This design comes from an exercise in tuning for small area on the open sky130 flow, not from production work. Only simulation tests tie the RTL to the original design; equivalence was not proved. Power figures rest on the tool's default switching activity, not on a simulated workload.

===== design/flow/design.v =====
module dso100fb_registers (
    input CLK,
    input RST_N,
    input      [31:0] PADDR,
    input             PENABLE,
    output reg [31:0] PRDATA,
    output            PREADY,
    output            PSLVERR,
    input             PSEL,
    input      [31:0] PWDATA,
    input             PWRITE,
    output            INTR,
    output reg        START,
    output reg        STOP,
    input             STARTED,
    input             STOPPED,
    input       [1:0] STATE,
    output reg [31:0] FETCH_FB_BASE,
    output reg [22:0] FETCH_FB_LENGTH,
    output    [143:0] TIMING,
    output reg  [2:0] POL
);
    reg [1:0] isr;
    reg [1:0] imr;
    reg [23:0] creg [0:5];
    reg [23:0] pend_data;
    reg  [2:0] pcode;
    assign PREADY = 1'b1;
    assign PSLVERR = 1'b0;
    wire [3:0] idx = PADDR[5:2];
    wire       wr = PSEL & PENABLE & PWRITE;
    wire       idx_timing = (idx >= 4'd5) && (idx <= 4'd10);
    wire       phit = idx_timing && (pcode == idx[2:0]);
    genvar j;
    generate
        for(j = 0; j < 6; j = j + 1)
        begin : tregs
            localparam [2:0] CODE = (j + 5) & 7;
            always @ (posedge CLK)
                if(pcode == CODE || !RST_N)
                    creg[j] <= pend_data & {24{RST_N}};
            assign TIMING[24 * j +: 24] = creg[j];
        end
    endgenerate
    always @ (posedge CLK)
        pend_data <= { PWDATA[27:16], PWDATA[11:0] };
    always @ (posedge CLK or negedge RST_N)
        if(!RST_N)
            pcode <= 3'd3;
        else if(wr && idx_timing)
            pcode <= idx[2:0];
        else
            pcode <= 3'd3;
    reg [2:0] jsel;
    always @*
        case(idx[2:0])
        3'd5: jsel = 3'd0;
        3'd6: jsel = 3'd1;
        3'd7: jsel = 3'd2;
        3'd0: jsel = 3'd3;
        3'd1: jsel = 3'd4;
        default: jsel = 3'd5;
        endcase
    wire [23:0] tv = phit ? pend_data : creg[jsel];
    reg [31:0] rd;
    always @*
    begin
        rd = 32'b0;
        case(idx)
        4'd0: rd[3:2] = STATE;
        4'd1: rd[1:0] = isr;
        4'd2: rd[1:0] = imr;
        4'd3: rd = FETCH_FB_BASE;
        4'd4: rd[22:0] = FETCH_FB_LENGTH;
        4'd5, 4'd6, 4'd7, 4'd8, 4'd9, 4'd10:
            rd = { 4'b0, tv[23:12], 4'b0, tv[11:0] };
        4'd11: rd[2:0] = POL;
        default: ;
        endcase
    end
    always @ (posedge CLK or negedge RST_N)
        if(!RST_N)
        begin
            PRDATA <= 32'b0;
            START <= 1'b0;
            STOP <= 1'b0;
            isr <= 2'b00;
            imr <= 2'b00;
            FETCH_FB_BASE <= 32'b0;
            FETCH_FB_LENGTH <= 23'b0;
            POL <= 3'b0;
        end
        else
        begin
            START <= wr && (idx == 4'd0) && PWDATA[0];
            STOP <= wr && (idx == 4'd0) && PWDATA[1];
            if(PSEL)
                PRDATA <= rd;
            if(wr && idx == 4'd1)
                isr <= isr & PWDATA[1:0];
            else
                isr <= isr | { STOPPED, STARTED };
            if(wr && idx == 4'd2)
                imr <= PWDATA[1:0];
            if(wr && idx == 4'd3)
                FETCH_FB_BASE <= PWDATA;
            if(wr && idx == 4'd4)
                FETCH_FB_LENGTH <= PWDATA[22:0];
            if(wr && idx == 4'd11)
                POL <= PWDATA[2:0];
        end
    assign INTR = |(isr & imr);
endmodule
module dso100fb_startstop (
  input CLK,
  input RST_N,
  input START,
  input STOP,
  output STARTED,
  output STOPPED,
  output reg [1:0] STATE,
  output FETCH_EN,
  output LCD_ENABLE,
  output SYNC_ENABLE,
  input FRAME,
  output BL_ENABLE
);
    localparam S_IDLE     = 3'd0;
    localparam S_PU1      = 3'd1;
    localparam S_PU2      = 3'd2;
    localparam S_RUN      = 3'd3;
    localparam S_PD1      = 3'd4;
    localparam S_PD2      = 3'd5;
    localparam S_RUNDOWN  = 3'd6;
    reg [2:0] st;
    reg pulse;
    always @ (posedge CLK or negedge RST_N)
        if(!RST_N)
        begin
            st <= S_IDLE;
            pulse <= 1'b0;
        end
        else
        begin
            pulse <= 1'b0;
            case(st)
            S_IDLE:    if(START) st <= S_PU1;
            S_PU1:     if(FRAME) st <= S_PU2;
            S_PU2:     if(FRAME) begin st <= S_RUN; pulse <= 1'b1; end
            S_RUN:     if(STOP)  st <= S_PD1;
            S_PD1:     if(FRAME) st <= S_PD2;
            S_PD2:     if(FRAME) st <= S_RUNDOWN;
            S_RUNDOWN: if(FRAME) begin st <= S_IDLE; pulse <= 1'b1; end
            default: ;
            endcase
        end
    always @*
        case(st)
        S_IDLE:         STATE = 2'd0;
        S_PU1, S_PU2:   STATE = 2'd1;
        S_RUN:          STATE = 2'd2;
        default:        STATE = 2'd3;
        endcase
    assign LCD_ENABLE = (st != S_IDLE);
    assign SYNC_ENABLE = (st != S_IDLE);
    assign FETCH_EN = (st != S_IDLE) && (st != S_RUNDOWN);
    assign BL_ENABLE = (st == S_RUN);
    assign STARTED = pulse && (st != S_IDLE);
    assign STOPPED = pulse && (st == S_IDLE);
endmodule
module dso100fb_fetch (
  input             CLK,
  input             RST_N,
  input             FETCH_EN,
  input      [31:0] FETCH_FB_BASE,
  input      [22:0] FETCH_FB_LENGTH,
  output     [71:0] MCMD_TDATA,
  input             MCMD_TREADY,
  output reg        MCMD_TVALID,
  input       [7:0] MSTS_TDATA,
  output            MSTS_TREADY,
  input             MSTS_TVALID
);
    assign MCMD_TDATA = { 16'b0, FETCH_FB_BASE, 9'b010000001, FETCH_FB_LENGTH };
    assign MSTS_TREADY = 1'b1;
    always @ (posedge CLK or negedge RST_N)
        if(!RST_N)
            MCMD_TVALID <= 1'b0;
        else
            MCMD_TVALID <= FETCH_EN && MCMD_TREADY;
endmodule
module async_fifo (
    input             CLK,
    input             RD_RST_N,
    input             RD,
    output reg        RD_EMPTY,
    output reg        RD_VALID,
    input             RD_GATE,
    output     [31:0] RD_DATA,
    input             WR_RST_N,
    input             WR,
    output reg        WR_FULL,
    input      [31:0] WR_DATA
);
    reg [5:0] rbin, wbin;
    reg       rv1, rv2;
    reg [1:0] h, h1;
    reg WR_FULL2;
    wire wr_en = WR & ~WR_FULL;
    wire rd_en = RD & ~RD_EMPTY;
    wire [5:0] n = wbin - rbin;
    wire [5:0] wseen = n + { 5'b0, rv1 } + { 5'b0, rv2 };
    always @ (posedge CLK or negedge WR_RST_N)
        if(!WR_RST_N)
        begin
            wbin <= 6'b0;
            rv1 <= 1'b0;
            rv2 <= 1'b0;
            h <= 2'b0;
            h1 <= 2'b0;
            WR_FULL <= 1'b0;
            WR_FULL2 <= 1'b0;
        end
        else
        begin
            wbin <= wbin + wr_en;
            rv1 <= rd_en;
            rv2 <= rv1;
            h <= (RD_RST_N ? h1 : h) + wr_en;
            h1 <= (RD_RST_N ? 2'b0 : h1) + wr_en;
            WR_FULL <= (wseen + wr_en == 6'd32);
            WR_FULL2 <= wr_en ? (wseen == 6'd31) : (wseen == 6'd32);
        end
    always @ (posedge CLK or negedge RD_RST_N)
        if(!RD_RST_N)
        begin
            rbin <= 6'b0;
            RD_EMPTY <= 1'b1;
            RD_VALID <= 1'b0;
        end
        else
        begin
            rbin <= rbin + rd_en;
            RD_EMPTY <= (n - { 4'b0, h } == { 5'b0, rd_en });
            RD_VALID <= rd_en && RD_GATE;
        end
    reg [31:0] mem [0:31];
    wire [4:0] wslot = wbin[4:0] + 5'd1;
    genvar p;
    generate
        for(p = 0; p < 32; p = p + 1)
        begin : slot
            wire sel = (wslot == p);
            wire we = WR & ~WR_FULL & sel;
            wire hold = ~(WR & ~WR_FULL2 & sel);
            always @ (posedge CLK)
                mem[p] <= (WR_DATA & {32{we}}) | (mem[p] & {32{hold}});
        end
    endgenerate
    reg [31:0] rdata;
    integer k;
    always @*
    begin
        rdata = 32'b0;
        for(k = 0; k < 32; k = k + 1)
            rdata = rdata | (mem[k] & {32{RD_VALID && rbin[4:0] == k}});
    end
    assign RD_DATA = rdata;
endmodule
module dso100fb_sync (
    input        CLK,
    input        RST_N,
    input        VID_RST_N,
    input        EN,
    output reg   VID_DE,
    output reg   VID_HSYNC,
    output reg   VID_VSYNC,
    output       VIDEO_FETCH,
    output       OVERLAY_EN,
    output       OVERLAY_SYNC,
    input [143:0] TIMING,
    input   [2:0] POL,
    output       FRAME,
    output       DE_NEXT
);
    localparam H_IDLE    = 3'd0;
    localparam H_FP      = 3'd1;
    localparam H_SYNC    = 3'd2;
    localparam H_BP      = 3'd3;
    localparam H_BEFORE  = 3'd4;
    localparam H_OVERLAY = 3'd5;
    localparam H_AFTER   = 3'd6;
    localparam H_SYNC1   = 3'd7;
    localparam V_IDLE    = 3'd0;
    localparam V_FP      = 3'd1;
    localparam V_SYNC    = 3'd2;
    localparam V_BP      = 3'd3;
    localparam V_BEFORE  = 3'd4;
    localparam V_OVERLAY = 3'd5;
    localparam V_AFTER   = 3'd6;
    wire [11:0] WIDTHBEFOREOVERLAY  = TIMING[0   +: 12];
    wire [11:0] WIDTHOVERLAY        = TIMING[12  +: 12];
    wire [11:0] WIDTHAFTEROVERLAY   = TIMING[24  +: 12];
    wire [11:0] HFRONTPORCH         = TIMING[36  +: 12];
    wire [11:0] HSYNCPULSE          = TIMING[48  +: 12];
    wire [11:0] HBACKPORCH          = TIMING[60  +: 12];
    wire [11:0] HEIGHTBEFOREOVERLAY = TIMING[72  +: 12];
    wire [11:0] HEIGHTOVERLAY       = TIMING[84  +: 12];
    wire [11:0] HEIGHTAFTEROVERLAY  = TIMING[96  +: 12];
    wire [11:0] VFRONTPORCH         = TIMING[108 +: 12];
    wire [11:0] VSYNCPULSE          = TIMING[120 +: 12];
    wire [11:0] VBACKPORCH          = TIMING[132 +: 12];
    reg en_sync, en_video;
    reg [2:0] hstate;
    reg [2:0] vstate;
    reg frame;
    reg [11:0] hcounter;
    reg [11:0] vcounter;
    reg [2:0] pol_vid;
    reg frame_req;
    reg frame_sync, frame_main, frame_delayed;
    reg frame_ack_sync, frame_ack_video;
    wire line = (hstate == H_SYNC1);
    wire hsync = (hstate == H_SYNC) || (hstate == H_SYNC1);
    wire hde = hstate[2] && (hstate != H_SYNC1);
    wire h_overlay_en = (hstate == H_OVERLAY);
    wire vsync = (vstate == V_SYNC);
    wire vde = vstate[2];
    wire v_overlay_en = (vstate == V_OVERLAY);
    wire hcounter_end = !(|hcounter[11:1]);
    wire vcounter_end = !(|vcounter[11:1]);
    wire de = hde && vde;
    always @ (posedge CLK or negedge VID_RST_N)
        if(!VID_RST_N)
            pol_vid <= 3'b0;
        else
            pol_vid <= POL;
    always @ (posedge CLK or negedge VID_RST_N)
        if(!VID_RST_N)
            frame_req <= 1'b0;
        else
            frame_req <= (frame_req || frame) && !frame_ack_video;
    always @ (posedge CLK or negedge RST_N)
        if(!RST_N)
            { frame_delayed, frame_main, frame_sync } <= 3'b000;
        else
            { frame_delayed, frame_main, frame_sync } <= { frame_main, frame_sync, frame_req };
    always @ (posedge CLK or negedge VID_RST_N)
        if(!VID_RST_N)
            { frame_ack_video, frame_ack_sync } <= 2'b00;
        else
            { frame_ack_video, frame_ack_sync } <= { frame_ack_sync, frame_main };
    assign FRAME = frame_main && !frame_delayed;
    assign OVERLAY_EN = h_overlay_en && v_overlay_en;
    always @ (posedge CLK or negedge VID_RST_N)
        if(!VID_RST_N)
            { en_video, en_sync } <= 2'b00;
        else
            { en_video, en_sync } <= { en_sync, EN };
    always @ (posedge CLK or negedge VID_RST_N)
        if(!VID_RST_N)
        begin
            hstate <= H_IDLE;
            hcounter <= 12'b0;
        end
        else
        begin
            if(hcounter_end || !en_video)
                case(hstate)
                H_IDLE:
                    if(en_video)
                    begin
                        hstate <= H_FP;
                        hcounter <= HFRONTPORCH;
                    end
                H_FP:
                    if(en_video)
                    begin
                        hstate <= H_SYNC1;
                        hcounter <= HSYNCPULSE;
                    end
                    else
                        hstate <= H_IDLE;
                H_SYNC, H_SYNC1:
                begin
                    hstate <= H_BP;
                    hcounter <= HBACKPORCH;
                end
                H_BP:
                    if(|WIDTHBEFOREOVERLAY)
                    begin
                        hstate <= H_BEFORE;
                        hcounter <= WIDTHBEFOREOVERLAY;
                    end
                    else if(|WIDTHOVERLAY)
                    begin
                        hstate <= H_OVERLAY;
                        hcounter <= WIDTHOVERLAY;
                    end
                    else
                    begin
                        hstate <= H_AFTER;
                        hcounter <= WIDTHAFTEROVERLAY;
                    end
                H_BEFORE:
                    if(|WIDTHOVERLAY)
                    begin
                        hstate <= H_OVERLAY;
                        hcounter <= WIDTHOVERLAY;
                    end
                    else if(|WIDTHAFTEROVERLAY)
                    begin
                        hstate <= H_AFTER;
                        hcounter <= WIDTHAFTEROVERLAY;
                    end
                    else
                    begin
                        hstate <= H_FP;
                        hcounter <= HFRONTPORCH;
                    end
                H_OVERLAY:
                    if(|WIDTHAFTEROVERLAY)
                    begin
                        hstate <= H_AFTER;
                        hcounter <= WIDTHAFTEROVERLAY;
                    end
                    else
                    begin
                        hstate <= H_FP;
                        hcounter <= HFRONTPORCH;
                    end
                default:  
                begin
                    hstate <= H_FP;
                    hcounter <= HFRONTPORCH;
                end
                endcase
            else
            begin
                hcounter <= hcounter - 1'b1;
                if(hstate == H_SYNC1)
                    hstate <= H_SYNC;
            end
        end
    always @ (posedge CLK or negedge VID_RST_N)
        if(!VID_RST_N)
        begin
            vstate <= V_IDLE;
            vcounter <= 12'b0;
            frame <= 1'b0;
        end
        else
        begin
            frame <= 1'b0;
            if(line || !en_video)
            begin
                if(vcounter_end || !en_video)
                    case(vstate)
                    V_IDLE:
                        if(en_video)
                        begin
                            vstate <= V_FP;
                            vcounter <= HFRONTPORCH;
                        end
                    V_FP:
                    begin
                        frame <= 1'b1;
                        if(en_video)
                        begin
                            vstate <= V_SYNC;
                            vcounter <= VSYNCPULSE;
                        end
                        else
                            vstate <= V_IDLE;
                    end
                    V_SYNC:
                    begin
                        vstate <= V_BP;
                        vcounter <= VBACKPORCH;
                    end
                    V_BP:
                        if(|HEIGHTBEFOREOVERLAY)
                        begin
                            vstate <= V_BEFORE;
                            vcounter <= HEIGHTBEFOREOVERLAY;
                        end
                        else if(|HEIGHTOVERLAY)
                        begin
                            vstate <= V_OVERLAY;
                            vcounter <= HEIGHTOVERLAY;
                        end
                        else
                        begin
                            vstate <= V_AFTER;
                            vcounter <= HEIGHTAFTEROVERLAY;
                        end
                    V_BEFORE:
                        if(|HEIGHTOVERLAY)
                        begin
                            vstate <= V_OVERLAY;
                            vcounter <= HEIGHTOVERLAY;
                        end
                        else if(|HEIGHTAFTEROVERLAY)
                        begin
                            vstate <= V_AFTER;
                            vcounter <= HEIGHTAFTEROVERLAY;
                        end
                        else
                        begin
                            vstate <= V_FP;
                            vcounter <= VFRONTPORCH;
                        end
                    V_OVERLAY:
                        if(|HEIGHTAFTEROVERLAY)
                        begin
                            vstate <= V_AFTER;
                            vcounter <= HEIGHTAFTEROVERLAY;
                        end
                        else
                        begin
                            vstate <= V_FP;
                            vcounter <= VFRONTPORCH;
                        end
                    V_AFTER:
                    begin
                        vstate <= V_FP;
                        vcounter <= VFRONTPORCH;
                    end
                    default: ;
                    endcase
                else
                    vcounter <= vcounter - 1'b1;
            end
        end
    always @ (posedge CLK or negedge VID_RST_N)
        if(!VID_RST_N)
        begin
            VID_DE <= 1'b0;
            VID_HSYNC <= 1'b0;
            VID_VSYNC <= 1'b0;
        end
        else
        begin
            VID_DE <= DE_NEXT;
            VID_HSYNC <= hsync ^ pol_vid[1];
            VID_VSYNC <= vsync ^ pol_vid[2];
        end
    assign VIDEO_FETCH = de;
    assign DE_NEXT = de ^ pol_vid[0];
    assign OVERLAY_SYNC = frame;
endmodule
module dso100fb_video_mix_saturating_add (
    input [7:0] A,
    input [7:0] B,
    output [7:0] O
);
    wire [8:0] c;
    wire [7:0] s;
    assign c[0] = 1'b0;
    genvar i;
    generate
        for(i = 0; i < 8; i = i + 1)
        begin : rca
            assign s[i] = A[i] ^ B[i] ^ c[i];
            assign c[i + 1] = (A[i] & B[i]) | (c[i] & (A[i] ^ B[i]));
        end
    endgenerate
    assign O = s | { 8 { c[8] } };
endmodule
module dso100fb_video_mix (
    input             VIDCLK,
    input             RST_N,
    input             VIDEO_VALID,
    input      [31:0] VIDEO_DATA,
    input             OVERLAY_EN,
    input             OVERLAY_VALID,
    input      [31:0] OVERLAY_DATA,
    input             DE,
    input             DE_NEXT,
    input             HSYNC,
    input             VSYNC,
    output reg [31:0] VID_DATA,
    output reg        VID_DE,
    output reg        VID_HSYNC,
    output reg        VID_VSYNC
);
    reg overlay_valid;
    reg [31:0] mix;
    wire [31:0] video_data;
    wire [31:0] overlay_data;
    wire [31:0] mixed_data;
    reg de2, hsync2, vsync2;
    always @ (posedge VIDCLK or negedge RST_N)
        if(!RST_N)
            overlay_valid <= 1'b0;
        else
            overlay_valid <= OVERLAY_EN && OVERLAY_VALID && DE_NEXT;
    assign video_data = VIDEO_DATA;
    assign overlay_data = overlay_valid ? OVERLAY_DATA : 32'b0;
    genvar byte_i;
    generate
        for(byte_i = 0; byte_i < 4; byte_i = byte_i + 1)
        begin : add_byte
            dso100fb_video_mix_saturating_add add (
                .A(video_data[(byte_i + 1) * 8 - 1:(byte_i * 8)]),
                .B(overlay_data[(byte_i + 1) * 8 - 1:(byte_i * 8)]),
                .O(mixed_data[(byte_i + 1) * 8 - 1:(byte_i * 8)])
            );
        end
    endgenerate
    always @ (posedge VIDCLK)
        mix <= mixed_data;
    always @ (posedge VIDCLK or negedge RST_N)
        if(!RST_N)
        begin
            VID_DATA <= 32'b0;
            { VID_DE, de2 } <= 2'b0;
            { VID_HSYNC, hsync2 } <= 2'b0;
            { VID_VSYNC, vsync2 } <= 2'b0;
        end
        else
        begin
            VID_DATA <= mix;
            { VID_DE, de2 } <= { de2, DE };
            { VID_HSYNC, hsync2 } <= { hsync2, HSYNC };
            { VID_VSYNC, vsync2 } <= { vsync2, VSYNC };
        end
endmodule
module dso100fb (
    input         CLK,
    input         RST_N,
    input  [31:0] PADDR,
    input         PENABLE,
    output [31:0] PRDATA,
    output        PREADY,
    output        PSLVERR,
    input         PSEL,
    input  [31:0] PWDATA,
    input         PWRITE,
    output [71:0] MCMD_TDATA,
    input         MCMD_TREADY,
    output        MCMD_TVALID,
    input   [7:0] MSTS_TDATA,
    output        MSTS_TREADY,
    input         MSTS_TVALID,
    input  [31:0] MDATA_TDATA,
    output        MDATA_TREADY,
    input         MDATA_TVALID,
    output [31:0] VID_DATA,
    output        VID_DE,
    output        VID_HSYNC,
    output        VID_VSYNC,
    output        INTR,
    output        LCD_ENABLE,
    output        BL_ENABLE,
    output        OVERLAY_EN,
    input         OVERLAY_VALID,
    input  [31:0] OVERLAY_DATA,
    output        OVERLAY_SYNC,
    output        VID_RST_N
);
    wire start, stop, started, stopped;
    wire [1:0] state;
    wire fetch_en, sync_enable, frame;
    wire [31:0] fetch_fb_base;
    wire [22:0] fetch_fb_length;
    wire [143:0] timing;
    wire [2:0] pol;
    wire fifo_full, video_empty, video_fetch;
    wire de, hsync, vsync;
    wire [4:0] rd_slot;
    wire [31:0] video_pixel;
    wire video_valid;
    wire de_next;
    reg vid_rst_n;
    reg vid_rst_sync;
    always @ (posedge CLK or negedge RST_N)
        if(!RST_N)
            { vid_rst_n, vid_rst_sync } <= 2'b00;
        else
            { vid_rst_n, vid_rst_sync } <= { vid_rst_sync, 1'b1 };
    assign VID_RST_N = vid_rst_n;
    dso100fb_registers regs (
        .CLK(CLK), .RST_N(RST_N),
        .PADDR(PADDR), .PENABLE(PENABLE), .PRDATA(PRDATA), .PREADY(PREADY),
        .PSEL(PSEL), .PSLVERR(PSLVERR), .PWDATA(PWDATA), .PWRITE(PWRITE),
        .INTR(INTR),
        .START(start), .STOP(stop), .STARTED(started), .STOPPED(stopped), .STATE(state),
        .FETCH_FB_BASE(fetch_fb_base), .FETCH_FB_LENGTH(fetch_fb_length),
        .TIMING(timing), .POL(pol)
    );
    dso100fb_startstop startstop (
        .CLK(CLK), .RST_N(RST_N),
        .START(start), .STOP(stop), .STARTED(started), .STOPPED(stopped), .STATE(state),
        .FETCH_EN(fetch_en), .LCD_ENABLE(LCD_ENABLE), .SYNC_ENABLE(sync_enable),
        .FRAME(frame), .BL_ENABLE(BL_ENABLE)
    );
    dso100fb_fetch fetch (
        .CLK(CLK), .RST_N(RST_N),
        .FETCH_EN(fetch_en), .FETCH_FB_BASE(fetch_fb_base), .FETCH_FB_LENGTH(fetch_fb_length),
        .MCMD_TDATA(MCMD_TDATA), .MCMD_TREADY(MCMD_TREADY), .MCMD_TVALID(MCMD_TVALID),
        .MSTS_TDATA(MSTS_TDATA), .MSTS_TVALID(MSTS_TVALID), .MSTS_TREADY(MSTS_TREADY)
    );
    async_fifo fb_fifo (
        .CLK(CLK),
        .RD_RST_N(vid_rst_n),
        .RD(video_fetch),
        .RD_EMPTY(video_empty),
        .RD_VALID(video_valid),
        .RD_GATE(de_next),
        .RD_DATA(video_pixel),
        .WR_RST_N(RST_N),
        .WR(MDATA_TVALID),
        .WR_FULL(fifo_full),
        .WR_DATA(MDATA_TDATA)
    );
    assign MDATA_TREADY = !fifo_full;
    dso100fb_sync sync (
        .CLK(CLK), .RST_N(RST_N), .VID_RST_N(vid_rst_n), .EN(sync_enable),
        .VID_DE(de), .VID_HSYNC(hsync), .VID_VSYNC(vsync),
        .VIDEO_FETCH(video_fetch), .OVERLAY_EN(OVERLAY_EN), .OVERLAY_SYNC(OVERLAY_SYNC),
        .TIMING(timing), .POL(pol),
        .FRAME(frame),
        .DE_NEXT(de_next)
    );
    dso100fb_video_mix mixer (
        .VIDCLK(CLK), .RST_N(vid_rst_n),
        .VIDEO_VALID(video_valid), .VIDEO_DATA(video_pixel),
        .OVERLAY_EN(OVERLAY_EN), .OVERLAY_VALID(OVERLAY_VALID), .OVERLAY_DATA(OVERLAY_DATA),
        .DE(de), .DE_NEXT(de_next), .HSYNC(hsync), .VSYNC(vsync),
        .VID_DATA(VID_DATA), .VID_DE(VID_DE), .VID_HSYNC(VID_HSYNC), .VID_VSYNC(VID_VSYNC)
    );
endmodule

===== design/flow/flow/run.sh =====
#!/bin/bash
set -euo pipefail
export BUFFER_PORTS_ARGS="-buffer_cell sky130_fd_sc_hd__buf_1"
export RECOVER_POWER=100
bash standard.sh finish > standard_flow.log 2>&1

===== design/flow/standard.sh =====
#!/bin/bash
# synth_recipe.tcl (not shown) runs the flow's synth.tcl, then flattens the netlist and writes it again
# the make line also repeats each setting of config.mk as NAME=value (left out here)
make -C /OpenROAD-flow-scripts/flow DESIGN_CONFIG=/design/flow/config.mk WORK_HOME=/design/flow/orfs CLKGATE_MAP_FILE= SYNTH_SCRIPT=/design/flow/synth_recipe.tcl "${@:-finish}"

===== design/flow/config.mk =====
export PLATFORM = sky130hd
export DESIGN_NAME = dso100fb
export DESIGN_NICKNAME = dso100fb
export VERILOG_FILES = /design/flow/design.v
export SDC_FILE = /design/flow/constraint.sdc
export NUM_CORES = 4
export LEC_CHECK = 0
export CAP_MARGIN = 20
export CORE_MARGIN = 2
export CORE_UTILIZATION = 60
export CTS_BUF_LIST = sky130_fd_sc_hd__clkbuf_8
export CTS_CLUSTER_DIAMETER = 70
export CTS_CLUSTER_SIZE = 15
export PLACE_DENSITY = 0.75
export SLEW_MARGIN = 20

===== design/flow/constraint.sdc =====
create_clock -name core_clock -period 10.0 [get_ports {CLK}]
set_input_delay 2.0000 -clock core_clock [delete_from_list [all_inputs] [get_ports {CLK}]]
set_output_delay 2.0000 -clock core_clock [all_outputs]
set_load 0.01 [all_outputs]

==> summary.json, run 1 <==
{
  "critical-path-top-cell-by-count": "sky130_fd_sc_hd__fa_1",
  "remaining_drc_errors": 0,
  "setup.worst_path.start_class": "register",
  "hold_violations": 0,
  "power_mw": 15.8,
  "p_sw_share_pct": 32.0,
  "power_per_cell_area_nw_per_um2": 265,
  "dr.pass1.iters": 9,
  "die_height_um": 309,
  "maxSlewViolCount": 1664,
  "dp.cells": 6180,
  "synth-async-reset-ratio_pct": 14.8,
  "netlist_area_um2": 55900,
  "numPortBuffers": 237,
  "per_cell_via_count_in_the_routed_design": 7.70,
  "avgSynthCellArea_um2": 11.2,
  "worst_ep_arrival_time_ns": 8.17,
  "total_clock_sinks": 1436,
  "run_status": "failed layout checks",
  "route.vias.total": 48800,
  "crit_path_max_incr_delay_ns": 0.96,
  "cp-end-kind": "register",
  "cts_made_buffers": 106,
  "io-pin-count": 295,
  "crit_slowest_cell": "sky130_fd_sc_hd__clkbuf_1",
  "synth.area.top_cells": "sky130_fd_sc_hd__dfxtp_1, sky130_fd_sc_hd__a22o_1, sky130_fd_sc_hd__dfrtp_1",
  "worst_pin_slew_ns": 4.63,
  "path_delay_family": "adder cells",
  "list_of_cells_traversed_by_the_critical_path": "nand2_1 > nor2_4 > clkbuf_1 > a22o_1 > a221oi_1 > nand3_1 > or4_1 > ha_1 > fa_1 > fa_1 > fa_1 > fa_1 > fa_1 > inv_1 > fa_1 > inv_1 > fa_1 > or2_2",
  "post_cts_resize_count": 0,
  "min_period_ns": 7.44,
  "ys_dominant_reg_cell": "sky130_fd_sc_hd__dfxtp_1",
  "synth.top_cell.area_share_pct": 38.7,
  "number_of_post_cts_setup_repair_buffers": 0,
  "grt_max_degree": 57,
  "synth.lib_cells_used.distinct": 84,
  "synth_seq_cells": 1436,
  "totalWireLength_um": 223000,
  "synth.yosys.seq_area_share_pct": 55.9,
  "rows": 111,
  "yosysWarningCount": 9,
  "criticalPathCategory": "reg2reg",
  "check_faults": "max-capacitance violations, max-slew violations",
  "rsz_0062_raised_after_global_routing": "no",
  "maxCapViolCount": 51,
  "die-area_um2": 95600,
  "fraction_of_final_layout_cells_sized_beyond_drive_strength_1_pct": 9.08,
  "coreArea_um2": 91900,
  "synth_commonest_cells": "sky130_fd_sc_hd__dfxtp_1, sky130_fd_sc_hd__a22o_1, sky130_fd_sc_hd__a22oi_1, sky130_fd_sc_hd__clkbuf_1, sky130_fd_sc_hd__dfrtp_1",
  "hp-class": "reg2reg",
  "cts.clk_slew.worst_paths_ns": 0.10,
  "crit_buf_inv": 3,
  "power.clock.fraction_pct": 18.3,
  "cellInternalPower_mw": 10.7,
  "chipWidth_um": 309,
  "clkLatencyLatePin_ns": 0.88,
  "cts-htree-levels": 3,
  "remaining_global_route_overflow": 0,
  "dp_hpwl_um": 124000,
  "finalSetupTns_ns": 0,
  "antenna_found_initial": 14,
  "synth_top_area_cell": "sky130_fd_sc_hd__dfxtp_1",
  "irDropWorstVdd_v": 0.000163,
  "power_frac_seq_pct": 57.0,
  "start_util_pct": 60.8,
  "flow.area_growth_from_synthesis_pct": 6.92,
  "fin_cells": 6341,
  "p_comb_share_pct": 24.6,
  "maximum_number_of_buffers_from_clock_root_to_sink": 3,
  "worst_slew_margin_rel_pct": -212,
  "finalClockSkew_ns": 0.0664,
  "total_switching_power_mw": 5.06,
  "synth_enable_flop_cells": 144,
  "post_cts_hold_buffer_count": 0,
  "achievable-frequency_ghz": 0.134,
  "path_max_fanout": 18,
  "gpl.final_weighted_congestion": 0.987,
  "cellLeakagePower_nw": 23.1,
  "root_buffer_cell": "sky130_fd_sc_hd__clkbuf_8",
  "final-setup-viol-count": 0,
  "fin_crit_sh_pct": 74.4,
  "cts_tree": "yes",
  "yosysMostFrequentCell": "sky130_fd_sc_hd__dfxtp_1",
  "timing.critical_path.required_ns": 10.73,
  "first_iter_violations": 8810,
  "post_detailed_route_count_of_antenna_violating_nets": 0,
  "gr-usage-all-layers_pct": 45.6,
  "nNetsFinal": 5243,
  "grt_first_pass_wirelength_um": 316000,
  "routed_wl_per_cell_um": 35.2,
  "first_global_vias": 45500,
  "syn-instance-count": 5011
}
-- cell type report --
type	instances	area, um^2
Fill cell	7356	32200
Sequential cell	1436	31300
Multi-Input combinational cell	3034	23000
Timing Repair Buffer	417	2060
Tap cell	1243	1560
Clock buffer	108	1490
Clock inverter	41	188
Inverter	50	188
Antenna cell	12	30.0
-- state kept, by name, indices dropped and copies added, names as in the netlist, 3 cells and up --
register and cells:
sync.vcounter 12, sync.vstate 3, regs.FETCH_FB_LENGTH 23, regs.POL 3, regs.pend_data 24, regs.pcode 3, fb_fifo.wbin 6, sync.hstate 3
mixer.mix 32, sync.pol_vid 3, regs.PRDATA 32, regs.FETCH_FB_BASE 32, startstop.st 3, sync.hcounter 12, regs.creg 144, mixer.VID_DATA 32
fb_fifo.mem 1024, fb_fifo.rbin 6
-- cells by family after synthesis --
family,share of synthesized area (%)
adder cells (fa/ha/maj),1.60
XOR/XNOR,0.548
AND/OR/NAND/NOR,7.44
flip-flops,55.9
AO/OA/AOI/OAI,28.5
multiplexers,1.96
other,0.0134
buffers and inverters,4.03
-- layer usage --
layer  part of all wire [%]  up-vias  global-route usage, %
li1                       -    19300                      -
met1                     35    23500                   59.8
met2                     39     4689                   61.4
met3                     18     1305                   19.5
met4                    8.1       12                   28.6
met5                  0.055        -                  0.354
-- stage by stage --
| stage | utilization (%) | instance area, um^2 | worst slack, ns | hold WS, ns |
|---|---|---|---|---|
| final | 65.0 | 59800 | 2.56 | 0.329 |
| after global routing | 65.0 | 59800 | 2.15 | 0.335 |
| after CTS | 65.3 | 60000 | 3.12 | 0.241 |
| after detailed placement | 63.5 | 58300 | 3.18 | 0.225 |
| after global placement | 63.5 | 58300 | 3.27 | 0.222 |
| after floorplan | - | 56000 | 4.25 | 0.316 |
-- path summary, 6_finish.rpt --
path | slack [ns] | to | from | cells past startpoint
min in group asynchronous | 0.41 | sync.frame_ack_sync | vid_rst_n | 0
worst max-delay path | 2.56 | mixer.mix[19] | fb_fifo.rbin[2] | 18
worst min-delay path | 0.33 | mixer.VID_DATA[19] | mixer.mix[19] | 0
worst min register to register | 0.33 | mixer.VID_DATA[19] | mixer.mix[19] | 0
worst max register to register | 2.56 | mixer.mix[19] | fb_fifo.rbin[2] | 18
max in group asynchronous | 4.27 | regs.PRDATA[23] | RST_N | 2
-- cells in the final DEF, fill, tap and decap left out, types with 33 or more instances in the layout --
cell and count:
sky130_fd_sc_hd__nor3_1 49, sky130_fd_sc_hd__a221oi_1 66, sky130_fd_sc_hd__nand3_1 72, sky130_fd_sc_hd__nor2_1 138, sky130_fd_sc_hd__a22o_1 1056, sky130_fd_sc_hd__nand4_1 109, sky130_fd_sc_hd__o21ai_0 128, sky130_fd_sc_hd__inv_1 81
sky130_fd_sc_hd__nor2_4 59, sky130_fd_sc_hd__edfxtp_1 144, sky130_fd_sc_hd__a22oi_1 483, sky130_fd_sc_hd__nand2_1 124, sky130_fd_sc_hd__clkbuf_1 58, sky130_fd_sc_hd__dfrtp_1 209, sky130_fd_sc_hd__buf_4 130, sky130_fd_sc_hd__nand2_2 33
sky130_fd_sc_hd__mux2_2 75, sky130_fd_sc_hd__dfxtp_1 1080, sky130_fd_sc_hd__a21oi_1 144, sky130_fd_sc_hd__buf_1 226, sky130_fd_sc_hd__clkbuf_8 108
-- power by group through the flow --
| stage | clock (mW) | sequential [mW] | combinational, mW |
|---|---|---|---|
| after floorplan | 0 | 8.74 | 2.79 |
| after global placement | 0 | 9.00 | 3.62 |
| after detailed placement | 0 | 9.06 | 3.75 |
| after CTS | 2.86 | 8.95 | 3.76 |
| after global routing | 3.08 | 9.21 | 4.12 |
| final | 2.90 | 9.02 | 3.89 |
==> run 2: changes to the inputs <==
==> design/flow/flow/run.sh (replaced) <==
#!/bin/bash
set -euo pipefail
export BUFFER_PORTS_ARGS="-buffer_cell sky130_fd_sc_hd__buf_1"
bash standard.sh finish > standard_flow.log 2>&1
==> run 2 against run 1 <==
  * The run now finishes clean
  * Utilization rose by 0.31 points
  * Non-clock buffer count unchanged
  * Total power about the same
  * Clock power barely moved
  * Die area unchanged
  * Cell count is essentially flat
  * Flip-flop and latch count unchanged
  * Combinational power is essentially flat
  * Maximum frequency grew 5.8%
  * Wire length grew 0.10%
  * Worst hold slack lost 0.10 ns
  * Critical path type unchanged
  * Largest cell class unchanged
  * Highest routed layer unchanged
==> summary.json, run 2 <==
{
  "run_status": "timing/DRC/antenna clean",
  "crit_buf_inv": 3,
  "mostFrequentLayoutCell": "sky130_fd_sc_hd__dfxtp_1",
  "maxSlewViolCount": 0,
  "routed_wl_per_cell_um": 35.2,
  "multiInputGateArea_um2": 23100,
  "top_regs": "fb_fifo.mem: 1024 flops, regs.creg: 144 flops",
  "chipWidth_um": 309,
  "flow.area_growth_from_synthesis_pct": 7.42,
  "syn-instance-count": 5011,
  "ys_dominant_reg_cell": "sky130_fd_sc_hd__dfxtp_1",
  "root_buffer_cell": "sky130_fd_sc_hd__clkbuf_8",
  "cts-htree-levels": 3,
  "io-pin-count": 295,
  "largest_reg_flops": 1024,
  "crit_slowest_cell": "sky130_fd_sc_hd__or4_1",
  "grt_first_pass_wirelength_um": 316000,
  "criticalPathCategory": "reg2reg",
  "yosysWarningCount": 9,
  "fin_crit_sh_pct": 70.3,
  "hp-class": "reg2async",
  "critical-path-top-cell-by-count": "sky130_fd_sc_hd__fa_1",
  "rsz_0062_raised_after_global_routing": "no",
  "remaining_drc_errors": 0,
  "totalWireLength_um": 223000,
  "list_of_cells_traversed_by_the_critical_path": "nand2_1 > nor2_4 > buf_4 > a22oi_1 > nand4_1 > or4_1 > ha_1 > fa_1 > fa_1 > fa_1 > fa_1 > fa_1 > inv_1 > fa_1 > inv_1 > fa_1 > or2_2",
  "synth_commonest_cells": "sky130_fd_sc_hd__dfxtp_1, sky130_fd_sc_hd__a22o_1, sky130_fd_sc_hd__a22oi_1, sky130_fd_sc_hd__clkbuf_1, sky130_fd_sc_hd__dfrtp_1",
  "post_cts_hold_buffer_count": 0,
  "synth.lib_cells_used.distinct": 84,
  "crit_path_max_incr_delay_ns": 0.69,
  "synth_enable_flop_cells": 144,
  "cts_made_buffers": 106,
  "gr-usage-all-layers_pct": 45.6,
  "dp_hpwl_um": 124000,
  "layout_common_cells": "sky130_fd_sc_hd__dfxtp_1, sky130_fd_sc_hd__a22o_1, sky130_fd_sc_hd__a22oi_1",
  "clkLatencyLatePin_ns": 0.88,
  "gpl.final_weighted_congestion": 0.987,
  "avgSynthCellArea_um2": 11.2,
  "rows": 111,
  "cp-end-kind": "register",
  "numPortBuffers": 237,
  "hold_violations": 0,
  "largest_register": "fb_fifo.mem",
  "synth_top_area_cell": "sky130_fd_sc_hd__dfxtp_1",
  "path_max_fanout": 23,
  "synth-async-reset-ratio_pct": 14.8,
  "cellLeakagePower_nw": 23.3,
  "worst_ep_arrival_time_ns": 7.76,
  "final-setup-viol-count": 0,
  "finalSetupTns_ns": 0,
  "first_iter_violations": 9012,
  "worst_slew_margin_rel_pct": 18.8,
  "maxCapViolCount": 0,
  "dr.pass1.iters": 9,
  "die_height_um": 309,
  "yosysMostFrequentCell": "sky130_fd_sc_hd__dfxtp_1",
  "post_detailed_route_count_of_antenna_violating_nets": 0,
  "worst-r2r-setup-slack_ns": 2.97,
  "layout.filler_cells": 7280,
  "cts.clk_slew.worst_paths_ns": 0.10,
  "synth.top_cell.area_share_pct": 38.7,
  "crit_cells": 17,
  "first_global_vias": 45500,
  "antenna_found_initial": 14,
  "min_period_ns": 7.03,
  "post_cts_resize_count": 0,
  "die-area_um2": 95600,
  "synth.yosys.seq_area_share_pct": 55.9,
  "worst_pin_slew_ns": 1.21,
  "remaining_global_route_overflow": 0,
  "final_core_utilization_pct": 65.3,
  "nNetsFinal": 5243,
  "dp_slack_ns": 3.18,
  "coreArea_um2": 91900,
  "irDropWorstVdd_v": 0.000163,
  "maximum_number_of_buffers_from_clock_root_to_sink": 3,
  "worstSetupEndpoint": "mixer.mix[26]",
  "critical_path.reg2reg.startpoint": "fb_fifo.rbin[2]",
  "achievable-frequency_ghz": 0.142,
  "netlist_area_um2": 55900,
  "fraction_of_final_layout_cells_sized_beyond_drive_strength_1_pct": 10.4,
  "ff2ff_path_depth": 17,
  "power_per_cell_area_nw_per_um2": 263,
  "timing.rr.end": "mixer.mix[26]",
  "synth_seq_cells": 1436,
  "finalClockSkew_ns": 0.0614,
  "number_of_post_cts_setup_repair_buffers": 0,
  "per_cell_via_count_in_the_routed_design": 7.69,
  "route.vias.total": 48800,
  "grt_max_degree": 57,
  "setup_slack_ns": 2.97,
  "synth.area.top_cells": "sky130_fd_sc_hd__dfxtp_1, sky130_fd_sc_hd__a22o_1, sky130_fd_sc_hd__dfrtp_1",
  "setup.worst_path.start_class": "register",
  "ff_latch_area_um2": 31300,
  "cp_startpoint": "fb_fifo.rbin[2]",
  "path_delay_family": "adder cells",
  "start_util_pct": 60.8,
  "total_clock_sinks": 1436,
  "timing.critical_path.required_ns": 10.73,
  "cts_tree": "yes"
}
run 2: cell counts after synthesis:
Identical to the previous run, type by type.
run 2: final cells by class:
class / instances / share of cell area, %
diodes: 14 / 0.0583
clock buffers: 108 / 2.48
clock inverters: 41 / 0.313
inverters: 50 / 0.313
multi-input cells: 3034 / 38.5
flip-flops and latches: 1436 / 52.1
well taps: 1243 / 2.59
repair buffers: 417 / 3.74
run 2: how the worst min path moves through the flow:
| stage | slack (ns) | cells past startpoint | start | endpoint |
|---|---|---|---|---|
| detailed placement | 0.22 | 0 | vid_rst_n | sync.frame_ack_sync |
| finish | 0.23 | 0 | vid_rst_n | sync.frame_req |
| global placement | 0.22 | 0 | vid_rst_n | sync.frame_ack_sync |
| floorplan | 0.32 | 0 | mixer.mix[0] | mixer.VID_DATA[0] |
| global route | 0.25 | 0 | vid_rst_n | sync.frame_req |
| CTS | 0.24 | 0 | vid_rst_n | sync.frame_req |
run 2: worst reg2reg max path, stage by stage (launching register included):
cell and delay (ns):
sky130_fd_sc_hd__dfrtp_1 0.46, sky130_fd_sc_hd__nand2_1 0.62, sky130_fd_sc_hd__nor2_4 0.26, sky130_fd_sc_hd__buf_4 0.45
sky130_fd_sc_hd__a22oi_1 0.30, sky130_fd_sc_hd__nand4_1 0.12, sky130_fd_sc_hd__or4_1 0.69, sky130_fd_sc_hd__ha_1 0.28
sky130_fd_sc_hd__fa_1 0.47, sky130_fd_sc_hd__fa_1 0.47, sky130_fd_sc_hd__fa_1 0.46, sky130_fd_sc_hd__fa_1 0.52
sky130_fd_sc_hd__fa_1 0.55, sky130_fd_sc_hd__inv_1 0.13, sky130_fd_sc_hd__fa_1 0.18, sky130_fd_sc_hd__inv_1 0.06
sky130_fd_sc_hd__fa_1 0.52, sky130_fd_sc_hd__or2_2 0.33
run 2: logic make-up (layout without fill, tap and decap cells):
group,Yosys count,after routing,synth area share (%)
AOI/OAI and AO/OA,2014,2014,28.5
xor gates and xnor gates,32,32,0.548
DFF,1436,1436,55.9
muxes,100,100,1.96
buffers and inverters,560,616,4.03
other,2,35,0.0134
adders and majority gates,53,53,1.60
and+or+nand+nor,814,814,7.44
run 2: stage by stage:
step | total power [mW] | instance area (um^2) | cells | hold WS, ns
after floorplan | 11.5 | 56000 | 5030 | 0.316
after global placement | 12.6 | 58300 | 6180 | 0.222
after detailed placement | 12.8 | 58300 | 6180 | 0.225
after CTS | 15.6 | 60000 | 6329 | 0.241
after global routing | 16.4 | 60000 | 6338 | 0.249
final | 15.8 | 60000 | 6343 | 0.227
run 2: metal layers:
layer / global-route usage [%] / part of all wire, % / wire length [um] / vias to the layer above
met5: 0.354 / 0.048 / 108 / -
met4: 28.6 / 8.0 / 17800 / 10
met3: 19.5 / 18 / 40200 / 1277
met2: 61.4 / 39 / 87000 / 4641
met1: 59.8 / 35 / 78200 / 23500
li1: - / - / - / 19300
run 2: power by group:
part           switching, mW  total [mW]  internal, mW
registers               1.20        9.02          7.82
logic                   1.97        3.89          1.92
clock network           1.91        2.90         0.991
total                   5.07        15.8          10.7
==> run 3: changes to the inputs <==
--- a/design/flow/config.mk
+++ b/design/flow/config.mk
@@ -10,6 +10,6 @@
 export CORE_UTILIZATION = 60
 export CTS_BUF_LIST = sky130_fd_sc_hd__clkbuf_8
-export CTS_CLUSTER_DIAMETER = 70
-export CTS_CLUSTER_SIZE = 15
+export CTS_CLUSTER_DIAMETER = 55
+export CTS_CLUSTER_SIZE = 18
 export PLACE_DENSITY = 0.75
 export SLEW_MARGIN = 20
==> run 3 against run 2 <==
  * Critical endpoint unchanged
  * Register-to-register slack gained 0.04 ns
  * Largest power group unchanged
  * Via count grew 0.38%
  * Critical path depth is the same
==> summary.json, run 3 <==
{
  "per_cell_via_count_in_the_routed_design": 7.67,
  "totalWireLength_um": 223000,
  "final_core_utilization_pct": 66.1,
  "ff2ff_path_depth": 17,
  "cp-end-kind": "register",
  "cts.clk_slew.worst_paths_ns": 0.10,
  "critical_path.reg2reg.startpoint": "fb_fifo.rbin[2]",
  "flow.area_growth_from_synthesis_pct": 8.73,
  "layout_common_cells": "sky130_fd_sc_hd__dfxtp_1, sky130_fd_sc_hd__a22o_1, sky130_fd_sc_hd__a22oi_1",
  "synth_commonest_cells": "sky130_fd_sc_hd__dfxtp_1, sky130_fd_sc_hd__a22o_1, sky130_fd_sc_hd__a22oi_1, sky130_fd_sc_hd__clkbuf_1, sky130_fd_sc_hd__dfrtp_1",
  "remaining_global_route_overflow": 0,
  "irDropWorstVdd_v": 0.000172,
  "dp_hpwl_um": 124000,
  "finalSetupTns_ns": 0,
  "final-setup-viol-count": 0,
  "avgSynthCellArea_um2": 11.2,
  "post_cts_hold_buffer_count": 0,
  "grt_first_pass_wirelength_um": 316000,
  "start_util_pct": 60.8,
  "fin_cells": 6388,
  "synth_enable_flop_cells": 144,
  "path_max_fanout": 23,
  "die-area_um2": 95600,
  "root_buffer_cell": "sky130_fd_sc_hd__clkbuf_8",
  "worst_ep_arrival_time_ns": 7.72,
  "antenna_found_initial": 15,
  "power_per_cell_area_nw_per_um2": 270,
  "synth-async-reset-ratio_pct": 14.8,
  "synth.area.top_cells": "sky130_fd_sc_hd__dfxtp_1, sky130_fd_sc_hd__a22o_1, sky130_fd_sc_hd__dfrtp_1",
  "synth.yosys.seq_area_share_pct": 55.9,
  "timing.critical_path.required_ns": 10.73,
  "maximum_number_of_buffers_from_clock_root_to_sink": 3,
  "yosysMostFrequentCell": "sky130_fd_sc_hd__dfxtp_1",
  "synth.top_cell.area_share_pct": 38.7,
  "syn-instance-count": 5011,
  "min_period_ns": 6.99,
  "cts_made_buffers": 108,
  "ys_dominant_reg_cell": "sky130_fd_sc_hd__dfxtp_1",
  "synth_top_area_cell": "sky130_fd_sc_hd__dfxtp_1",
  "grt_max_degree": 57,
  "finalClockSkew_ns": 0.0631,
  "largest_register": "fb_fifo.mem",
  "dr.pass1.iters": 9,
  "maxSlewViolCount": 0,
  "largest_reg_flops": 1024,
  "critical-path-top-cell-by-count": "sky130_fd_sc_hd__fa_1",
  "cts_tree": "yes",
  "run_status": "timing/DRC/antenna clean",
  "rows": 111,
  "numPortBuffers": 237,
  "place_area_um2": 58300,
  "post_cts_resize_count": 0,
  "mostFrequentLayoutCell": "sky130_fd_sc_hd__dfxtp_1",
  "remaining_drc_errors": 0,
  "worst-r2r-setup-slack_ns": 3.01,
  "chipWidth_um": 309,
  "yosysWarningCount": 9,
  "top_regs": "fb_fifo.mem: 1024 flops, regs.creg: 144 flops",
  "gr-usage-all-layers_pct": 45.5,
  "gpl.final_weighted_congestion": 0.987,
  "worst_slew_margin_rel_pct": 10.1,
  "rsz_0062_raised_after_global_routing": "no",
  "list_of_cells_traversed_by_the_critical_path": "nand2_1 > nor2_4 > buf_4 > a22oi_1 > nand4_1 > or4_1 > ha_1 > fa_1 > fa_1 > fa_1 > fa_1 > fa_1 > inv_1 > fa_1 > inv_1 > fa_1 > or2_2",
  "final_cell_area_um2": 60800,
  "crit_path_max_incr_delay_ns": 0.68,
  "clkLatencyLatePin_ns": 0.87,
  "timing.rr.end": "mixer.mix[26]",
  "hp-class": "reg2async",
  "die_height_um": 309,
  "first_iter_violations": 9020,
  "coreArea_um2": 91900,
  "post_detailed_route_count_of_antenna_violating_nets": 0,
  "number_of_post_cts_setup_repair_buffers": 0,
  "total_clock_sinks": 1436,
  "first_global_vias": 45700,
  "io-pin-count": 295,
  "route.vias.total": 49000,
  "crit_slowest_cell": "sky130_fd_sc_hd__or4_1",
  "worst_pin_slew_ns": 1.34,
  "nNetsFinal": 5245,
  "routed_wl_per_cell_um": 34.9,
  "dp.cells": 6180,
  "hold_violations": 0,
  "fin_crit_sh_pct": 69.9,
  "fraction_of_final_layout_cells_sized_beyond_drive_strength_1_pct": 11.5,
  "cellLeakagePower_nw": 23.6,
  "cts-htree-levels": 3,
  "synth.lib_cells_used.distinct": 84,
  "setup.worst_path.start_class": "register",
  "netlist_area_um2": 55900,
  "synth_seq_cells": 1436,
  "maxCapViolCount": 0,
  "achievable-frequency_ghz": 0.143,
  "criticalPathCategory": "reg2reg"
}
==> run 3: cell counts after synthesis <==
No cell type changed its count.
==> run 3: metal layers <==
metal / vias to the layer above / GRT usage (%) / wire length [um]
met5: - / 0 / 88
met4: 12 / 28.0 / 17200
met3: 1298 / 19.9 / 40200
met2: 4689 / 61.4 / 87200
met1: 23600 / 59.7 / 78400
li1: 19400 / - / -
==> run 3: metrics by stage <==
step | hold WS [ns] | worst slack, ns | power [mW]
after CTS | 0.232 | 3.16 | 16.2
final | 0.224 | 3.01 | 16.4
after global placement | 0.222 | 3.27 | 12.6
after global routing | 0.244 | 2.81 | 17.0
after floorplan | 0.316 | 4.25 | 11.5
after detailed placement | 0.225 | 3.18 | 12.8
==> run 3: how the worst max path moves through the flow <==
stage	endpoint	slack [ns]	start	cells past startpoint
floorplan	mixer.mix[0]	4.25	OVERLAY_DATA[0]	12
finish	mixer.mix[26]	3.01	fb_fifo.rbin[2]	17
global route	mixer.mix[0]	2.81	fb_fifo.rbin[1]	20
global placement	mixer.mix[7]	3.27	fb_fifo.rbin[1]	20
CTS	mixer.mix[8]	3.16	fb_fifo.rbin[2]	19
detailed placement	mixer.mix[2]	3.18	fb_fifo.rbin[1]	20
==> run 3: power by group <==
group          internal, mW  switching (mW)
logic                  1.92            1.98
registers              7.82            1.20
clock network          1.41            2.08
==> run 3: logic make-up (layout without fill, tap and decap cells) <==
| group | Yosys count | after routing | synth area share (%) |
|---|---|---|---|
| compound gates | 2014 | 2014 | 28.5 |
| xor+xnor | 32 | 32 | 0.548 |
| fa+ha+maj | 53 | 53 | 1.60 |
| buf+inv | 560 | 663 | 4.03 |
| flops | 1436 | 1436 | 55.9 |
| mux | 100 | 100 | 1.96 |
| other cells | 2 | 33 | 0.0134 |
| simple gates | 814 | 814 | 7.44 |
==> run 3: cell type report <==
| cell class | instances | area, um^2 |
|---|---|---|
| Inverter | 50 | 188 |
| Multi-Input combinational cell | 3034 | 23100 |
| Tap cell | 1243 | 1560 |
| Clock inverter | 76 | 759 |
| Antenna cell | 12 | 30.0 |
| Clock buffer | 120 | 1650 |
| Timing Repair Buffer | 417 | 2250 |
| Sequential cell | 1436 | 31300 |
| Fill cell | 7168 | 31200 |
==> run 3: critical path: cells and delay by family (launching register included) <==
| kind | cells | cell delay, ns |
|---|---|---|
| AND/OR/NAND/NOR | 5 | 2.02 |
| buffers and inverters | 3 | 0.63 |
| AO/OA/AOI/OAI | 1 | 0.30 |
| flip-flops | 1 | 0.46 |
| adder cells (fa/ha/maj) | 8 | 3.46 |
==> run 4: changes to the inputs <==
--- a/design/flow/design.v
+++ b/design/flow/design.v
@@ -358,4 +358,47 @@
         else
             { en_video, en_sync } <= { en_sync, EN };
+    wire nz_wbo = |WIDTHBEFOREOVERLAY;
+    wire nz_wo  = |WIDTHOVERLAY;
+    wire nz_wao = |WIDTHAFTEROVERLAY;
+    wire nz_hbo = |HEIGHTBEFOREOVERLAY;
+    wire nz_ho  = |HEIGHTOVERLAY;
+    wire nz_hao = |HEIGHTAFTEROVERLAY;
+    wire h_step = hcounter_end || !en_video;
+    reg [2:0] hnext;
+    reg h_ld_fp, h_ld_sync, h_ld_bp, h_ld_wbo, h_ld_wo, h_ld_wao;
+    always @*
+    begin
+        hnext = hstate;
+        { h_ld_fp, h_ld_sync, h_ld_bp, h_ld_wbo, h_ld_wo, h_ld_wao } = 6'b0;
+        case(hstate)
+        H_IDLE:
+            if(en_video) begin hnext = H_FP; h_ld_fp = 1'b1; end
+        H_FP:
+            if(en_video) begin hnext = H_SYNC1; h_ld_sync = 1'b1; end
+            else hnext = H_IDLE;
+        H_SYNC, H_SYNC1:
+            begin hnext = H_BP; h_ld_bp = 1'b1; end
+        H_BP:
+            if(nz_wbo) begin hnext = H_BEFORE; h_ld_wbo = 1'b1; end
+            else if(nz_wo) begin hnext = H_OVERLAY; h_ld_wo = 1'b1; end
+            else begin hnext = H_AFTER; h_ld_wao = 1'b1; end
+        H_BEFORE:
+            if(nz_wo) begin hnext = H_OVERLAY; h_ld_wo = 1'b1; end
+            else if(nz_wao) begin hnext = H_AFTER; h_ld_wao = 1'b1; end
+            else begin hnext = H_FP; h_ld_fp = 1'b1; end
+        H_OVERLAY:
+            if(nz_wao) begin hnext = H_AFTER; h_ld_wao = 1'b1; end
+            else begin hnext = H_FP; h_ld_fp = 1'b1; end
+        default:  
+            begin hnext = H_FP; h_ld_fp = 1'b1; end
+        endcase
+    end
+    wire h_ld = h_ld_fp | h_ld_sync | h_ld_bp | h_ld_wbo | h_ld_wo | h_ld_wao;
+    wire [11:0] h_load = ({12{h_ld_fp}}   & HFRONTPORCH)
+                       | ({12{h_ld_sync}} & HSYNCPULSE)
+                       | ({12{h_ld_bp}}   & HBACKPORCH)
+                       | ({12{h_ld_wbo}}  & WIDTHBEFOREOVERLAY)
+                       | ({12{h_ld_wo}}   & WIDTHOVERLAY)
+                       | ({12{h_ld_wao}}  & WIDTHAFTEROVERLAY);
     always @ (posedge CLK or negedge VID_RST_N)
         if(!VID_RST_N)
@@ -364,83 +407,58 @@
             hcounter <= 12'b0;
         end
+        else if(h_step)
+        begin
+            hstate <= hnext;
+            if(h_ld)
+                hcounter <= h_load;
+        end
         else
         begin
-            if(hcounter_end || !en_video)
-                case(hstate)
-                H_IDLE:
-                    if(en_video)
-                    begin
-                        hstate <= H_FP;
-                        hcounter <= HFRONTPORCH;
-                    end
-                H_FP:
-                    if(en_video)
-                    begin
-                        hstate <= H_SYNC1;
-                        hcounter <= HSYNCPULSE;
-                    end
-                    else
-                        hstate <= H_IDLE;
-                H_SYNC, H_SYNC1:
-                begin
-                    hstate <= H_BP;
-                    hcounter <= HBACKPORCH;
-                end
-                H_BP:
-                    if(|WIDTHBEFOREOVERLAY)
-                    begin
-                        hstate <= H_BEFORE;
-                        hcounter <= WIDTHBEFOREOVERLAY;
-                    end
-                    else if(|WIDTHOVERLAY)
-                    begin
-                        hstate <= H_OVERLAY;
-                        hcounter <= WIDTHOVERLAY;
-                    end
-                    else
-                    begin
-                        hstate <= H_AFTER;
-                        hcounter <= WIDTHAFTEROVERLAY;
-                    end
-                H_BEFORE:
-                    if(|WIDTHOVERLAY)
-                    begin
-                        hstate <= H_OVERLAY;
-                        hcounter <= WIDTHOVERLAY;
-                    end
-                    else if(|WIDTHAFTEROVERLAY)
-                    begin
-                        hstate <= H_AFTER;
-                        hcounter <= WIDTHAFTEROVERLAY;
-                    end
-                    else
-                    begin
-                        hstate <= H_FP;
-                        hcounter <= HFRONTPORCH;
-                    end
-                H_OVERLAY:
-                    if(|WIDTHAFTEROVERLAY)
-                    begin
-                        hstate <= H_AFTER;
-                        hcounter <= WIDTHAFTEROVERLAY;
-                    end
-                    else
-                    begin
-                        hstate <= H_FP;
-                        hcounter <= HFRONTPORCH;
-                    end
-                default:  
-                begin
-                    hstate <= H_FP;
-                    hcounter <= HFRONTPORCH;
-                end
-                endcase
-            else
-            begin
-                hcounter <= hcounter - 1'b1;
-                if(hstate == H_SYNC1)
-                    hstate <= H_SYNC;
-            end
+            hcounter <= hcounter - 1'b1;
+            if(hstate == H_SYNC1)
+                hstate <= H_SYNC;
+        end
+    wire v_step = vcounter_end || !en_video;
+    reg [2:0] vnext;
+    reg v_ld_hfp, v_ld_vfp, v_ld_sync, v_ld_bp, v_ld_hbo, v_ld_ho, v_ld_hao, v_frame;
+    always @*
+    begin
+        vnext = vstate;
+        { v_ld_hfp, v_ld_vfp, v_ld_sync, v_ld_bp, v_ld_hbo, v_ld_ho, v_ld_hao, v_frame } = 8'b0;
+        case(vstate)
+        V_IDLE:
+            if(en_video) begin vnext = V_FP; v_ld_hfp = 1'b1; end
+        V_FP:
+        begin
+            v_frame = 1'b1;
+            if(en_video) begin vnext = V_SYNC; v_ld_sync = 1'b1; end
+            else vnext = V_IDLE;
         end
+        V_SYNC:
+            begin vnext = V_BP; v_ld_bp = 1'b1; end
+        V_BP:
+            if(nz_hbo) begin vnext = V_BEFORE; v_ld_hbo = 1'b1; end
+            else if(nz_ho) begin vnext = V_OVERLAY; v_ld_ho = 1'b1; end
+            else begin vnext = V_AFTER; v_ld_hao = 1'b1; end
+        V_BEFORE:
+            if(nz_ho) begin vnext = V_OVERLAY; v_ld_ho = 1'b1; end
+            else if(nz_hao) begin vnext = V_AFTER; v_ld_hao = 1'b1; end
+            else begin vnext = V_FP; v_ld_vfp = 1'b1; end
+        V_OVERLAY:
+            if(nz_hao) begin vnext = V_AFTER; v_ld_hao = 1'b1; end
+            else begin vnext = V_FP; v_ld_vfp = 1'b1; end
+        V_AFTER:
+            begin vnext = V_FP; v_ld_vfp = 1'b1; end
+        default: ;
+        endcase
+    end
+    wire v_ld = v_ld_hfp | v_ld_vfp | v_ld_sync | v_ld_bp | v_ld_hbo | v_ld_ho | v_ld_hao;
+    wire [11:0] v_load = ({12{v_ld_hfp}}  & HFRONTPORCH)
+                       | ({12{v_ld_vfp}}  & VFRONTPORCH)
+                       | ({12{v_ld_sync}} & VSYNCPULSE)
+                       | ({12{v_ld_bp}}   & VBACKPORCH)
+                       | ({12{v_ld_hbo}}  & HEIGHTBEFOREOVERLAY)
+                       | ({12{v_ld_ho}}   & HEIGHTOVERLAY)
+                       | ({12{v_ld_hao}}  & HEIGHTAFTEROVERLAY);
     always @ (posedge CLK or negedge VID_RST_N)
         if(!VID_RST_N)
@@ -452,81 +470,13 @@
         else
         begin
-            frame <= 1'b0;
+            frame <= (line || !en_video) && v_step && v_frame;
             if(line || !en_video)
             begin
-                if(vcounter_end || !en_video)
-                    case(vstate)
-                    V_IDLE:
-                        if(en_video)
-                        begin
-                            vstate <= V_FP;
-                            vcounter <= HFRONTPORCH;
-                        end
-                    V_FP:
-                    begin
-                        frame <= 1'b1;
-                        if(en_video)
-                        begin
-                            vstate <= V_SYNC;
-                            vcounter <= VSYNCPULSE;
-                        end
-                        else
-                            vstate <= V_IDLE;
-                    end
-                    V_SYNC:
-                    begin
-                        vstate <= V_BP;
-                        vcounter <= VBACKPORCH;
-                    end
-                    V_BP:
-                        if(|HEIGHTBEFOREOVERLAY)
-                        begin
-                            vstate <= V_BEFORE;
-                            vcounter <= HEIGHTBEFOREOVERLAY;
-                        end
-                        else if(|HEIGHTOVERLAY)
-                        begin
-                            vstate <= V_OVERLAY;
-                            vcounter <= HEIGHTOVERLAY;
-                        end
-                        else
-                        begin
-                            vstate <= V_AFTER;
-                            vcounter <= HEIGHTAFTEROVERLAY;
-                        end
-                    V_BEFORE:
-                        if(|HEIGHTOVERLAY)
-                        begin
-                            vstate <= V_OVERLAY;
-                            vcounter <= HEIGHTOVERLAY;
-                        end
-                        else if(|HEIGHTAFTEROVERLAY)
-                        begin
-                            vstate <= V_AFTER;
-                            vcounter <= HEIGHTAFTEROVERLAY;
-                        end
-                        else
-                        begin
-                            vstate <= V_FP;
-                            vcounter <= VFRONTPORCH;
-                        end
-                    V_OVERLAY:
-                        if(|HEIGHTAFTEROVERLAY)
-                        begin
-                            vstate <= V_AFTER;
-                            vcounter <= HEIGHTAFTEROVERLAY;
-                        end
-                        else
-                        begin
-                            vstate <= V_FP;
-                            vcounter <= VFRONTPORCH;
-                        end
-                    V_AFTER:
-                    begin
-                        vstate <= V_FP;
-                        vcounter <= VFRONTPORCH;
-                    end
-                    default: ;
-                    endcase
+                if(v_step)
+                begin
+                    vstate <= vnext;
+                    if(v_ld)
+                        vcounter <= v_load;
+                end
                 else
                     vcounter <= vcounter - 1'b1;
--- a/design/flow/config.mk
+++ b/design/flow/config.mk
@@ -10,6 +10,6 @@
 export CORE_UTILIZATION = 60
 export CTS_BUF_LIST = sky130_fd_sc_hd__clkbuf_8
-export CTS_CLUSTER_DIAMETER = 55
-export CTS_CLUSTER_SIZE = 18
-export PLACE_DENSITY = 0.75
+export CTS_CLUSTER_DIAMETER = 70
+export CTS_CLUSTER_SIZE = 15
+export PLACE_DENSITY = 0.85
 export SLEW_MARGIN = 20
==> run 4 against run 3 <==
  * Worst hold slack better by 0.11 ns
  * Synthesized area down 1.2%
  * Final area down 2.3%
  * Critical path depth up 1
  * Still clean
  * Flip-flop and latch count unchanged
==> summary.json, run 4 <==
{
  "run_status": "timing/DRC/antenna clean",
  "yosysMostFrequentCell": "sky130_fd_sc_hd__a22o_1",
  "cts_made_buffers": 106,
  "worst-r2r-setup-slack_ns": 3.09,
  "totalWireLength_um": 215000,
  "cts_tree": "yes",
  "clkLatencyLatePin_ns": 0.86,
  "crit_path_max_incr_delay_ns": 0.61,
  "largest_reg_flops": 1024,
  "final-setup-viol-count": 0,
  "criticalPathCategory": "reg2reg",
  "irDropWorstVdd_v": 0.000188,
  "fraction_of_final_layout_cells_sized_beyond_drive_strength_1_pct": 10.8,
  "synth.yosys.seq_area_share_pct": 56.6,
  "chipWidth_um": 307,
  "gr-usage-all-layers_pct": 44.1,
  "maximum_number_of_buffers_from_clock_root_to_sink": 3,
  "worst_ep_arrival_time_ns": 7.65,
  "synth.area.top_cells": "sky130_fd_sc_hd__dfxtp_1, sky130_fd_sc_hd__a22o_1, sky130_fd_sc_hd__dfrtp_1",
  "grt_use_met1_pct": 55.2,
  "antenna_found_initial": 8,
  "fin_crit_sh_pct": 69.1,
  "remaining_global_route_overflow": 0,
  "post_cts_hold_buffer_count": 0,
  "first_global_vias": 45600,
  "grt_first_pass_wirelength_um": 307000,
  "finalClockSkew_ns": 0.0564,
  "die-area_um2": 94500,
  "top_regs": "fb_fifo.mem: 1024 flops, regs.creg: 144 flops",
  "cts-htree-levels": 3,
  "ys_dominant_reg_cell": "sky130_fd_sc_hd__dfxtp_1",
  "crit_slowest_cell": "sky130_fd_sc_hd__or4_1",
  "critical_path.reg2reg.startpoint": "fb_fifo.rbin[1]",
  "synth_seq_cells": 1436,
  "cp-end-kind": "register",
  "layout_common_cells": "sky130_fd_sc_hd__a22o_1, sky130_fd_sc_hd__dfxtp_1, sky130_fd_sc_hd__a22oi_1",
  "finalSetupTns_ns": 0,
  "total_clock_sinks": 1436,
  "per_cell_via_count_in_the_routed_design": 7.95,
  "grt_max_degree": 71,
  "post_detailed_route_count_of_antenna_violating_nets": 0,
  "hold_violations": 0,
  "critical-path-top-cell-by-count": "sky130_fd_sc_hd__fa_1",
  "hp-class": "reg2reg",
  "rows": 111,
  "post_cts_resize_count": 0,
  "grt.met2_usage_pct": 60.3,
  "dr.pass1.iters": 21,
  "syn-instance-count": 4819,
  "largest_register": "fb_fifo.mem",
  "synth_commonest_cells": "sky130_fd_sc_hd__a22o_1, sky130_fd_sc_hd__dfxtp_1, sky130_fd_sc_hd__clkbuf_1, sky130_fd_sc_hd__a22oi_1, sky130_fd_sc_hd__dfrtp_1",
  "maxCapViolCount": 0,
  "timing.critical_path.required_ns": 10.74,
  "maxSlewViolCount": 0,
  "remaining_drc_errors": 0,
  "nNetsFinal": 5036,
  "number_of_post_cts_setup_repair_buffers": 0,
  "synth-async-reset-ratio_pct": 14.8,
  "setup.worst_path.start_class": "register",
  "synth_top_area_cell": "sky130_fd_sc_hd__dfxtp_1",
  "grt_use_met3_pct": 20.4,
  "netlist_area_um2": 55200,
  "power_per_cell_area_nw_per_um2": 270,
  "numPortBuffers": 237,
  "achievable-frequency_ghz": 0.145,
  "ff2ff_path_depth": 18,
  "rsz_0062_raised_after_global_routing": "no",
  "cp_startpoint": "fb_fifo.rbin[1]",
  "dp_hpwl_um": 121000,
  "yosysWarningCount": 9,
  "path_max_fanout": 18
}
==> run 4: changes by cell type in the layout (fill, tap and decap cells not counted), moves of 25 or more <==
cell,change
sky130_fd_sc_hd__a22oi_1,-148
sky130_fd_sc_hd__a221oi_1,+72
sky130_fd_sc_hd__inv_1,+26
sky130_fd_sc_hd__o221ai_1,-29
sky130_fd_sc_hd__a21oi_1,-87
sky130_fd_sc_hd__a222oi_1,+25
sky130_fd_sc_hd__a22o_1,+98
sky130_fd_sc_hd__nand2_1,-25
sky130_fd_sc_hd__nor2_1,-54
sky130_fd_sc_hd__o21ai_0,-71
==> run 4: worst min path at each step <==
stage	cells after the start	end	slack, ns	from
2_1_floorplan	0	mixer.VID_DATA[0]	0.32	mixer.mix[0]
3_3_place_gp	0	mixer.VID_DATA[15]	0.32	mixer.mix[15]
3_5_place_dp	0	mixer.VID_DATA[12]	0.32	mixer.mix[12]
4_1_cts	0	mixer.VID_DATA[12]	0.33	mixer.mix[12]
5_1_grt	0	mixer.VID_DATA[12]	0.34	mixer.mix[12]
6_report	0	mixer.VID_DATA[9]	0.33	mixer.mix[9]
==> run 4: kinds of logic (layout without fill, tap and decap cells) <==
family	Yosys count	in the layout	synth area share, %
XOR/XNOR	29	29	0.460
other	2	34	0.0136
flip-flops	1436	1436	56.6
adder cells (fa/ha/maj)	53	53	1.62
buffers and inverters	571	611	4.04
AO/OA/AOI/OAI	1954	1954	29.1
multiplexers	78	78	1.59
AND/OR/NAND/NOR	696	696	6.56
==> run 4: worst max-delay path, delay by kind of cell (launching register included) <==
family | cells | cell delay (ns)
simple gates | 5 | 1.97
compound gates | 1 | 0.47
fa+ha+maj | 8 | 3.19
buf+inv | 4 | 0.66
flops | 1 | 0.47
==> run 4: area by class of cell <==
| class | count | area [um^2] |
|---|---|---|
| repair buffers | 401 | 2150 |
| fillers | 6796 | 32000 |
| inverters | 62 | 233 |
| well taps | 1186 | 1480 |
| clock buffers | 108 | 1490 |
| multi-input cells | 2831 | 22500 |
| clock inverters | 40 | 211 |
| flip-flops and latches | 1436 | 31300 |
| diodes | 13 | 32.5 |
==> run 4: where the power goes <==
group          switching [mW]  internal [mW]  total, mW
clock network            1.89           1.01       2.90
registers                1.25           7.80       9.06
logic                    2.09           1.96       4.05
total                    5.23           10.8       16.0
==> run 4: through the flow <==
step | setup WS (ns) | std cells | power [mW] | cell area, um^2 | hold slack, ns
6_report | 3.09 | 6077 | 16.0 | 59400 | 0.332
2_1_floorplan | 4.25 | 4838 | 11.6 | 55300 | 0.316
3_5_place_dp | 3.20 | 5913 | 13.0 | 57600 | 0.320
3_3_place_gp | 3.29 | 5913 | 12.7 | 57600 | 0.317
4_1_cts | 3.17 | 6061 | 15.7 | 59300 | 0.334
5_1_grt | 2.88 | 6071 | 16.6 | 59300 | 0.336
==> run 4: per-layer routing <==
| metal | up-vias | wire, um |
|---|---|---|
| met4 | 8 | 20400 |
| li1 | 18700 | - |
| met1 | 22900 | 71100 |
| met3 | 1672 | 40100 |
| met5 | - | 51 |
| met2 | 5022 | 82800 |

Setup slack of run 4, layout unchanged: 3.087 ns with ideal ports, 3.087 ns with driving cells assumed (clock clkbuf_16, inputs buf_2), 3.087 ns with port delays also shifted by the 0.915 ns mid clock arrival.
